From an optimization exercise on the open Yosys and OpenROAD flow, aimed at small area; shortcuts taken in it are not production practice.
Function was checked by simulation only, so behaviour that the tests miss may differ from the original.
Power is estimated from default activity; no workload was simulated.

$ cat design/flow/run.sh
#!/bin/bash
# synth_recipe.tcl (not shown) runs the flow's synth.tcl, then flattens the netlist and writes it again
# the make line also repeats each setting of config.mk as NAME=value (left out here)
make -C /OpenROAD-flow-scripts/flow DESIGN_CONFIG=/design/flow/config.mk WORK_HOME=/design/flow/orfs CLKGATE_MAP_FILE= SYNTH_SCRIPT=/design/flow/synth_recipe.tcl finish
$ cat design/flow/config.mk
export PLATFORM = sky130hd
export DESIGN_NAME = tennis
export DESIGN_NICKNAME = tennis
export VERILOG_FILES = /design/flow/design.v
export SDC_FILE = /design/flow/constraint.sdc
export NUM_CORES = 4
export LEC_CHECK = 0
export CAP_MARGIN = 20
export CORE_MARGIN = 2
export CORE_UTILIZATION = 40
export SLEW_MARGIN = 20
$ cat design/flow/constraint.sdc
create_clock -name core_clock -period 10.0 [get_ports {glb_clk}]
set_input_delay 2.0000 -clock core_clock [delete_from_list [all_inputs] [get_ports {glb_clk}]]
set_output_delay 2.0000 -clock core_clock [all_outputs]
set_load 0.01 [all_outputs]
$ cat design/flow/design.v
module tennis(
 input wire glb_clk,
 input wire pixtick,  
 input wire reset,
 input wire lbat_human,
 input wire [8:0] lbat_move,  
 input wire rbat_human,
 input wire [8:0] rbat_move,  
 input wire tv_mode,
 input wire scanlines,        
 input wire pause, 			   
 output wire hsync,           
 output wire vsync,          
 output wire csync,           
 output wire ball,            
 output wire left_bat,        
 output wire right_bat,      
 output wire field_and_score,
 output wire sound           
);
 reg [8:0] snd_div;
 reg [1:0] snd_sel;
 assign sound = (snd_sel[1]) ?
                 ( (snd_sel[0]) ? snd_div[2] : snd_div[3] )
                 :
                 ( (snd_sel[0]) ? snd_div[4] : 1'b0 );
 always @(posedge glb_clk)
 begin
  if (reset)
  begin
   snd_sel <= 2'd0;
   snd_div <= 9'd0;
  end
  else
  begin
   if (pixlineend)
   begin
    if (lastline)
    begin
     if ( ( (ball_xpos==7'd22) & ~ball_xdir )
          |
          ( (ball_xpos==7'd105) & ball_xdir )
        )
     begin
      snd_sel <= 2'd3;
      snd_div <= 9'd0;
     end
     else if (hcoll)
     begin
      snd_sel <= 2'd2;
      snd_div <= 9'd0;
     end
     else if (vcollonfield)
     begin
      snd_sel <= 2'd1;
      snd_div <= 9'd0;
     end
     else
      snd_div <= snd_div + 9'd1;
    end
    else  
    begin
     if (snd_div==9'h1ff)
      snd_sel <= 2'd0;
     snd_div <= snd_div + 9'd1;
    end
   end  
  end
 end
 reg [7:0] hcount;
 reg [8:0] vcount;
 reg hfield;
 reg vfield;
 wire nsync;
 wire tborder, bborder, vborder, lborder, rborder, midline, v_lbat, v_rbat;
 wire lineend, pixlineend, lastline, lastlineend, pixlastlineend;
 reg [2:0] sc_h_cnt;
 reg [2:0] sc_v_cnt;
 reg [2:0] str6_cnt;
 wire sc_img;
 assign lineend = (hcount==8'd255);
 assign pixlineend = pixtick & lineend;
 assign lastline = (vcount==9'd311);
 assign lastlineend = lastline & lineend;
 assign pixlastlineend = pixtick & lineend & lastline;
 assign v_lbat = ~(above_lbat|below_lbat);
 assign v_rbat = ~(above_rbat|below_rbat);
 assign tborder = (vcount[8:1]==8'd24);  
 assign bborder = (vcount[8:1]==8'd139);  
 assign vborder = tborder | bborder;
 assign midline = (hcount[6:0]==7'd64);
 assign nsync = (hcount[6:3]==5'he);  
 assign hsync = (hcount[6:3]!=4'hf);  
 assign vsync = (vcount[8:1]!=8'd155);  
 assign csync = nsync | ( vsync & hsync );
 assign ball = ( hcount[7] | ~scanlines ) & hfield & vfield & vb & (hcount[6:0]==ball_xpos);
 assign left_bat = ( hcount[7] | ~scanlines ) & vfield & v_lbat & (hcount[6:0]==7'd26);
 assign right_bat = ( hcount[7] | ~scanlines ) & vfield & v_rbat & (hcount[6:0]==7'd102);
 assign field_and_score = ( hcount[7] | ~scanlines )
                          &
                          ( ( hfield & vborder & ~hcount[0] )
                            |
                            ( vfield & midline & ~(vcount[2]^vcount[1]) )
                            |
                            sc_img
                          );
 score_number scnum( .value( (hcount[6]?r_score:l_score) ),
                     .x(sc_h_cnt),
                     .y(sc_v_cnt),
                     .image(sc_img)
                   );
 always @(posedge glb_clk)
 begin
  if (reset)
  begin
   hcount <= 8'd0;
  end
  else
  begin
   if (pixtick)
    hcount <= (hcount+8'd1) | { tv_mode, 7'd0 };
  end
 end
 always @(posedge glb_clk)
 begin
  if (reset)
  begin
   hfield <= 1'd0;
  end
  else
  begin
   if      (hcount[6:0]==7'd23)   hfield <= 1'b1;
   else if (hcount[6:0]==7'd105)  hfield <= 1'b0;
  end
 end
 always @(posedge glb_clk)
 begin
  if (reset)
  begin
   vcount <= 9'd0;
  end
  else
  begin
   if (pixlineend)
   begin
    if (lastline)
     vcount <= 9'd0;
    else
     vcount <= vcount+9'd1;
    end
  end
 end
 always @(posedge glb_clk)
 begin
  if (reset)
  begin
   sc_h_cnt <= 3'd7;
  end
  else
  begin
   if (pixtick)
   begin
    if      ( (hcount[6:0]==7'd48) | (hcount[6:0]==7'd70) ) sc_h_cnt <= 3'd0;
    else if ( (sc_h_cnt!=3'd7) & (~hcount[0]) )   sc_h_cnt <= sc_h_cnt + 3'd1;
   end
  end
 end
 always @(posedge glb_clk)
 begin
  if (reset)
  begin
   str6_cnt <= 3'd0;
   sc_v_cnt <= 3'd7;
  end
  else
  begin
   if (pixlineend)
   begin
    if (vfield)
    begin
     if (str6_cnt==3'd5)
     begin
      str6_cnt <= 3'd0;
      if (sc_v_cnt!=3'd7)
       sc_v_cnt <= sc_v_cnt + 3'd1;
     end
     else
      str6_cnt <= str6_cnt + 3'd1;
    end
    else
    begin
     str6_cnt <= 3'd0;
     sc_v_cnt <= 3'd0;
    end
   end
  end
 end
 always @(*)
  vfield = (vcount >= 9'd48) & (vcount <= 9'd279);
 reg [8:0] lbat_ypos;
 reg [8:0] rbat_ypos;
 reg [8:0] ball_ypos;
 reg [6:0] ball_xpos;
 reg ball_ydir;
 reg ball_xdir;
 reg ball_yspd;
 wire bs = ~(vcoll^ball_ydir);
 wire hs = ~(hcoll^ball_xdir);
 always @(posedge glb_clk)
 begin
  if (reset)
  begin
   lbat_ypos <= 9'd96;
   rbat_ypos <= 9'd224;
   ball_ypos <= 9'd192;
   ball_xpos <= 7'd64;
   ball_ydir <= 1'd0;
   ball_xdir <= 1'd0;
   ball_yspd <= 1'd1;
  end
  else if (pixlastlineend && !pause)
  begin
   if (hcoll) ball_xdir <= ~ball_xdir;
   if (hcoll)
   begin
    if (ball_ydir^(ball_xdir?rbat_ydir:lbat_ydir))
     ball_yspd <= 1'd1;
    else
     ball_yspd <= 1'd0;
   end
   if ( (l_score!=15) & (r_score!=15) )
    ball_xpos <= ball_xpos+{hs,hs,hs,hs,hs,hs,1'd1};
   if (vcoll) ball_ydir <= ~ball_ydir;
   ball_ypos <= ball_ypos+{bs,bs,bs,bs,bs,bs,bs,bs^ball_yspd,1'b1};
   if (lbat_human)
   begin
    if (lbat_move[8])
    begin
     if ((lbat_ypos-lbat_move)>9'd279)
      lbat_ypos <= 9'd279;
     else
      lbat_ypos <= lbat_ypos - lbat_move;
    end
    else
    begin
     if (lbat_move>(lbat_ypos-9'd15))
      lbat_ypos <= 9'd15;
     else
      lbat_ypos <= lbat_ypos - lbat_move;
    end
   end
   else  
   begin
    if (~ball_xdir)
    begin
     if (lbat_ydir)
      lbat_ypos <= lbat_ypos+9'd4;
     else
      lbat_ypos <= lbat_ypos-9'd3;
    end
    else
    begin
     if (lbat_ydir)
      lbat_ypos <= lbat_ypos+9'd1;
     else
      lbat_ypos <= lbat_ypos-9'd1;
    end
   end  
   if (rbat_human)
   begin
    if (rbat_move[8])
    begin
     if ((rbat_ypos-rbat_move)>9'd279)
      rbat_ypos <= 9'd279;
     else
      rbat_ypos <= rbat_ypos - rbat_move;
    end
    else
    begin
     if (rbat_move>(rbat_ypos-9'd15))
      rbat_ypos <= 9'd15;
     else
      rbat_ypos <= rbat_ypos - rbat_move;
    end
   end
   else  
   begin
    if (ball_xdir)
    begin
     if (rbat_ydir)
      rbat_ypos <= rbat_ypos+9'd3;
     else
      rbat_ypos <= rbat_ypos-9'd4;
    end
    else
    begin
     if (rbat_ydir)
      rbat_ypos <= rbat_ypos+9'd1;
     else
      rbat_ypos <= rbat_ypos-9'd1;
    end
   end  
  end  
 end
 reg [1:0] vbcnt;
 reg [4:0] vlcnt;
 reg [4:0] vrcnt;
 reg prev_ball;
 reg prev_lbat;
 reg hcoll;
 reg vcoll;
 reg vcollonfield;
 reg newline;
 reg vb;
 reg above_lbat;
 reg below_lbat;
 reg above_rbat;
 reg below_rbat;
 reg lbat_ydir;
 reg rbat_ydir;
 reg [3:0] l_score;
 reg [3:0] r_score;
 always @(posedge glb_clk)
 begin
  if (reset)
  begin
   lbat_ydir <= 1'd0;
   rbat_ydir <= 1'd0;
  end
  else
  begin
   if (vb)
   begin
    if      (above_lbat)  lbat_ydir <= 1'b0;
    else if (below_lbat)  lbat_ydir <= 1'b1;
    if      (above_rbat)  rbat_ydir <= 1'b0;
    else if (below_rbat)  rbat_ydir <= 1'b1;
   end
  end
 end
 always @(posedge glb_clk)
 begin
  if (reset)
  begin
   newline <= 1'd0;
   prev_lbat <= 1'd0;
   prev_ball <= 1'd0;
  end
  else
  begin
   if (pixtick)
   begin
    newline <= lineend;
    prev_lbat <= left_bat;
    prev_ball <= ball;
   end
  end
 end
 always @(posedge glb_clk)
 begin
  if (reset)
  begin
   hcoll <= 1'd0;
   vcoll <= 1'd0;
   vcollonfield <= 1'd0;
  end
  else
  begin
   if (pixtick)
   begin
    if (lastlineend)
    begin
     hcoll <= 1'b0;
     vcoll <= 1'b0;
     vcollonfield <= 1'b0;
    end
    else  
    begin
     if ( ( prev_lbat & ball & ~ball_xdir ) |
          ( prev_ball & right_bat & ball_xdir ) )
      hcoll <= 1'b1;
     if ( ball & vborder )
      vcollonfield <= 1'b1;
     if ( vb & ~newline &
               ( ( tborder & ~ball_ydir )
                 |
                 ( bborder & ball_ydir )
               )
        )
      vcoll <= 1'b1;
    end  
   end
  end
 end
 always @(posedge glb_clk)
 begin
  if (reset)
  begin
   above_lbat <= 1'd1;
   below_lbat <= 1'd0;
   above_rbat <= 1'd1;
   below_rbat <= 1'd0;
   vbcnt <= 2'd0;
   vlcnt <= 5'd0;
   vrcnt <= 5'd0;
   vb <= 1'd0;
  end
  else
  begin
   if (pixtick)
   begin
    if (lineend)
    begin
     if (lastline)
     begin
      above_lbat <= 1'b1;
      below_lbat <= 1'b0;
      above_rbat <= 1'b1;
      below_rbat <= 1'b0;
      vbcnt <= 2'd0;
      vlcnt <= 5'd0;
      vrcnt <= 5'd0;
     end
     else  
     begin
      if (vcount==ball_ypos)  vb <= 1'b1;
      if (vb)
      begin
       vbcnt <= vbcnt+2'd1;
       if (vbcnt==2'd3)  vb <= 1'b0;
      end
      if (vcount==lbat_ypos)  above_lbat <= 1'b0;
      if (v_lbat)
      begin
       vlcnt <= vlcnt+5'd1;
       if (vlcnt==5'd31)  below_lbat <= 1'b1;
      end
      if (vcount==rbat_ypos)  above_rbat <= 1'b0;
      if (v_rbat)
      begin
       vrcnt <= vrcnt+5'd1;
       if (vrcnt==5'd31)  below_rbat <= 1'b1;
      end
     end  
    end  
   end  
  end
 end
 always @(posedge glb_clk)
 begin
  if ( reset |
       ( ~lbat_human & ~rbat_human & ( (l_score==4'd15) | (r_score==4'd15) ) )
     )
  begin
   l_score <= 4'd0;
   r_score <= 4'd0;
  end
  else
  if (pixlastlineend)
  begin
   if ( (ball_xpos==7'd105) & ball_xdir)
    l_score <= l_score + 4'd1;
   if ( (ball_xpos==7'd22) & ~ball_xdir)
    r_score <= r_score + 4'd1;
  end
 end
endmodule
module score_number(
 input wire [3:0] value,
 input wire [2:0] x,
 input wire [2:0] y,
 output wire image
);
 reg [7:0] ss;
 reg i;
 always @(*)
 begin
  case (value)   
   4'h0: ss <= 8'b00111111;
   4'h1: ss <= 8'b00000110;
   4'h2: ss <= 8'b01011011;
   4'h3: ss <= 8'b01001111;
   4'h4: ss <= 8'b01100110;
   4'h5: ss <= 8'b01101101;
   4'h6: ss <= 8'b01111101;
   4'h7: ss <= 8'b00000111;
   4'h8: ss <= 8'b01111111;
   4'h9: ss <= 8'b01101111;
   4'ha: ss <= 8'b10111111;
   4'hb: ss <= 8'b10000110;
   4'hc: ss <= 8'b11011011;
   4'hd: ss <= 8'b11001111;
   4'he: ss <= 8'b11100110;
   4'hf: ss <= 8'b11101101;
  endcase
 end
 always @(*)
 begin
  case (y)
   3'd1: case (x)
          3'd0: i <= ss[7];
          3'd2: i <= ss[0]|ss[5];
          3'd3: i <= ss[0];
          3'd4: i <= ss[0]|ss[1];
          default: i <= 1'b0;
         endcase
   3'd2: case (x)
          3'd0: i <= ss[7];
          3'd2: i <= ss[5];
          3'd4: i <= ss[1];
          default: i <= 1'b0;
         endcase
   3'd3: case (x)
          3'd0: i <= ss[7];
          3'd2: i <= ss[6]|ss[5]|ss[4];
          3'd3: i <= ss[6];
          3'd4: i <= ss[6]|ss[1]|ss[2];
          default: i <= 1'b0;
         endcase
   3'd4: case (x)
          3'd0: i <= ss[7];
          3'd2: i <= ss[4];
          3'd4: i <= ss[2];
          default: i <= 1'b0;
         endcase
   3'd5: case (x)
          3'd0: i <= ss[7];
          3'd2: i <= ss[3]|ss[4];
          3'd3: i <= ss[3];
          3'd4: i <= ss[3]|ss[2];
          default: i <= 1'b0;
         endcase
   default: i <= 1'b0;
  endcase
 end
 assign image = i;
endmodule
==> summary.txt <==
==> worst paths after layout <==
kind	end	slack (ns)	depth (start not counted)
worst min-delay path	vcollonfield	0.46	2
worst max-delay path	field_and_score	4.11	9
worst min register to register	vcollonfield	0.46	2
worst max register to register	ball_ypos[8]	6.62	10
==> critical path: stages (launching register included) <==
cell and delay (ns):
dfxtp_1 0.82, mux2i_1 0.56, ha_1 0.29, nand2_1 0.06, a31o_2 0.23, o21ai_0 0.36, o211ai_1 0.16, and3_1 0.18
a221oi_1 0.27, clkdlybuf4s50_1 0.58
==> power groups by stage <==
stage          Sequential [mW]  Combinational [mW]  Clock [mW]
2_1_floorplan            0.448              0.0638           0
3_3_place_gp             0.450              0.0943           0
3_5_place_dp             0.450              0.0944           0
4_1_cts                  0.440              0.0955       0.397
5_1_grt                  0.441               0.109       0.416
6_report                 0.440              0.0960       0.386
==> registers in the layout, indices dropped and copies added, names as in the netlist, 2 cells and up <==
name and flops:
snd_div 9, lbat_ypos 9, sc_v_cnt 3, vcount 9
sc_h_cnt 3, rbat_ypos 9, vlcnt 5, hcount 8
vbcnt 2, vrcnt 5, r_score 4, ball_xpos 7
snd_sel 2, l_score 4, str6_cnt 3, ball_ypos 9
==> cell families (layout without fill, tap and decap cells) <==
group,after synthesis,after routing,synth area share
AO/OA/AOI/OAI,279,279,0.200
XOR/XNOR,123,123,0.116
adder cells (fa/ha/maj),109,109,0.151
buffers and inverters,133,127,0.0569
multiplexers,21,21,0.0235
flip-flops,108,108,0.232
AND/OR/NAND/NOR,408,408,0.220
==> per-stage QoR <==
| step | total power, mW | instances | hold slack (ns) | util |
|---|---|---|---|---|
| after floorplan | 0.512 | 1181 | 0.427 | - |
| after global placement | 0.544 | 1444 | 0.443 | 0.430 |
| after detailed placement | 0.544 | 1444 | 0.451 | 0.430 |
| after CTS | 0.932 | 1460 | 0.460 | 0.444 |
| after global routing | 0.965 | 1460 | 0.473 | 0.445 |
| final | 0.921 | 1460 | 0.457 | 0.445 |
==> Yosys cell counts, drive strengths merged, types with 6 or more instances <==
| library cell | count |
|---|---|
| a31oi | 20 |
| nor4 | 11 |
| xnor2 | 66 |
| nor2 | 113 |
| o31ai | 11 |
| a21oi | 73 |
| and3 | 14 |
| nand3 | 33 |
| o211ai | 16 |
| nand2 | 100 |
| dfxtp | 108 |
| o21bai | 12 |
| nor2b | 14 |
| clkbuf | 41 |
| a21o | 13 |
| nor3 | 33 |
| or3 | 7 |
| mux2i | 17 |
| nand4 | 30 |
| ha | 103 |
| a211oi | 20 |
| xor2 | 57 |
| nand3b | 8 |
| o21a | 6 |
| buf | 19 |
| fa | 6 |
| inv | 72 |
| o21ai | 47 |
| nand2b | 16 |
==> metal layers <==
metal / wire, um / up-vias
li1: - / 4208
met5: 0 / -
met4: 210 / 0
met2: 10800 / 114
met1: 12300 / 3881
met3: 706 / 13
==> area by class of cell <==
| type | instances | area (um^2) | share of cell area |
|---|---|---|---|
| Sequential cell | 108 | 2160 | 0.214 |
| Timing Repair Buffer | 38 | 363 | 0.0359 |
| Inverter | 73 | 274 | 0.0271 |
| Clock inverter | 6 | 82.6 | 0.00818 |
| Multi-Input combinational cell | 940 | 6620 | 0.656 |
| Clock buffer | 10 | 239 | 0.0237 |
| Tap cell | 285 | 357 | 0.0353 |
==> results by group <==
Placed design
  – IO buf count: 33
  – HPWL after DPL: ~18000 um
  – Routability cong.: between 0.8 and 0.9
  – Setup slack at placement: 4.26 ns
  – Placed Area: approximately 10000 um^2

Clocking
  – Post-CTS Setup Inserts: 0
  – Max clock buf depth: 2
  – Clk latency of the worst-skew pair: 0.36 ns
  – # clock sinks: 108
  – H-tree levels: 3
  – Reg clk slew, reported paths: about 0.080 ns
  – Clk root buf: clkbuf_16
  – CTS resizes: 0
  – Num CTS Buffers: 9
  – CTS Hold Bufs: 0
  – CTS tree: done

STA
  – Final min period: 5.89 ns
  – Fin. Hold Viols: 0
  – Setup violations, final: 0
  – Worst-margin pin slew: between 0.8 and 0.9 ns
  – Fmax: ~170 MHz
  – Slew HR: 0.420
  – Final TNS setup: 0 ns
  – Post-route setup slack: 4.11 ns
  – RSZ-0062 raised after global routing: no
  – Layout Skew: just under 0.007 ns
  – Post-route clock period utilization: 0.589
  – Max Slew Vio Count: 0

Min path
  – Hold Crit Class: reg2reg
  – Worst hold start: vcollonfield

Critical path
  – Worst r2r src: ball_ydir
  – CP Max Fanout: 19
  – Endpoint class of the critical path: primary output
  – Worst setup SP type: flop
  – Critical Path Start: hcount[6]
  – Crit path kind: reg2out
  – WP data required: approximately 8.0 ns
  – CP Data Arrival Time: about 3.9 ns

GRT
  – Met2 usage: 0.316
  – Number of global-route vias before repair: 7645
  – Most Crowded Layer GR: met2
  – Initial antenna violation count: 0
  – Largest net degree at the start of global routing: 50
  – Total GRT Usage: 0.198
  – Met3 GRT Util: 0.0191
  – First-pass GRT wire length: 39100 um
  – Met1 usage: 0.287
  – Overflow after GRT: 0

Power and ir drop
  – Share of power burned in registers: 0.477
  – Pwr dens: 91.3 nW/um^2
  – Worst VDD drop: a little under 0.06 mV
  – Leakage: 4.04 nW
  – Switch share: 0.261
  – Gate power share: 0.104
  – Clock Power Share: 0.419
  – NetSw: 0.241 mW
  – P_int: between 0.6 and 0.7 mW

Die
  – Core area: 22700 um^2
  – # IOs: 34
  – Initial Util: 0.410
  – Chip height: 156 um
  – Die area: 24500 um^2
  – Die width: 156 um
  – Num rows: 55

Final layout
  – N_diodes: 0
  – Nets: 1305
  – Design Area, Final: between 10000 and 15000 um^2
  – Commonest non-fill, non-tap cell in the layout: nor2_1
  – Most frequent cells in the layout: 113 x nor2_1, 108 x dfxtp_1, 103 x ha_1, 100 x nand2_1, 73 x a21oi_1
  – Layout area overhead: 8.56%
  – Fillcell total: 2279
  – Share of layout cells above drive strength 1: 0.0383

Synthesis
  – Mapped Area: slightly above 9000 um^2
  – #FFs+latches synth: 108
  – Area leader, netlist: dfxtp_1
  – FFs w/ async S/R, synth: 0
  – Synth top area cells: dfxtp_1 23%, ha_1 14%, xnor2_1 6.2%
  – Cells after Synth: 1181
  – Syn_nets: 1316
  – Yosys warns: 2
  – Syn avg cell area: 7.87 um^2
  – Post-synthesis sequential area ratio: 0.232
  – Post-synth EDFFs: 0
  – Unique masters post-synth: between 80 and 90
  – Synth top area share: 0.232
  – Post-synth top flop: dfxtp_1

Run status
  – Outcome: timing/DRC/antenna clean

Routing
  – Initial DRT Pass Iterations: 5
  – WL per Instance: roughly 16 um
  – DRC errors left: 0
  – Final wirelength: 24000 um
  – Drt via density: 5.63
  – Antenna Nets Post-Route: 0
  – DR iter-0 viols: 537
  – Vias: 8216

Flow run
  – # Max-Cap Violations: 0

afterwards: timing with drivers on the ports:
The flow's constraints put no driver on any port. The routed layout listed below was extracted and timed again, unchanged, in two steps.
Step 1, drivers: a clkbuf_16 drives glb_clk and a buf_2 each remaining input, both assumed.
Step 2 adds t to the input delays and takes it off the output delays; t is the mean of the earliest and latest rising clock arrival at the registers after step 1. Input paths then give back, and output paths get back, about the clock's delay inside the block.
a / b / c = ideal ports / drivers / drivers and shift; a / b = the first two.
t (ns): 0.402
setup WS [ns]: 4.115 / 4.070 / 4.218
hold WS [ns]: 0.457 / 0.457 / 0.457
worst setup path at the end: input to output
pins driven straight from the clock port: 1
After both steps setup and hold are still met in this run. The setup slack of this run moves by -0.045 ns with the drivers and by +0.103 ns with both steps.
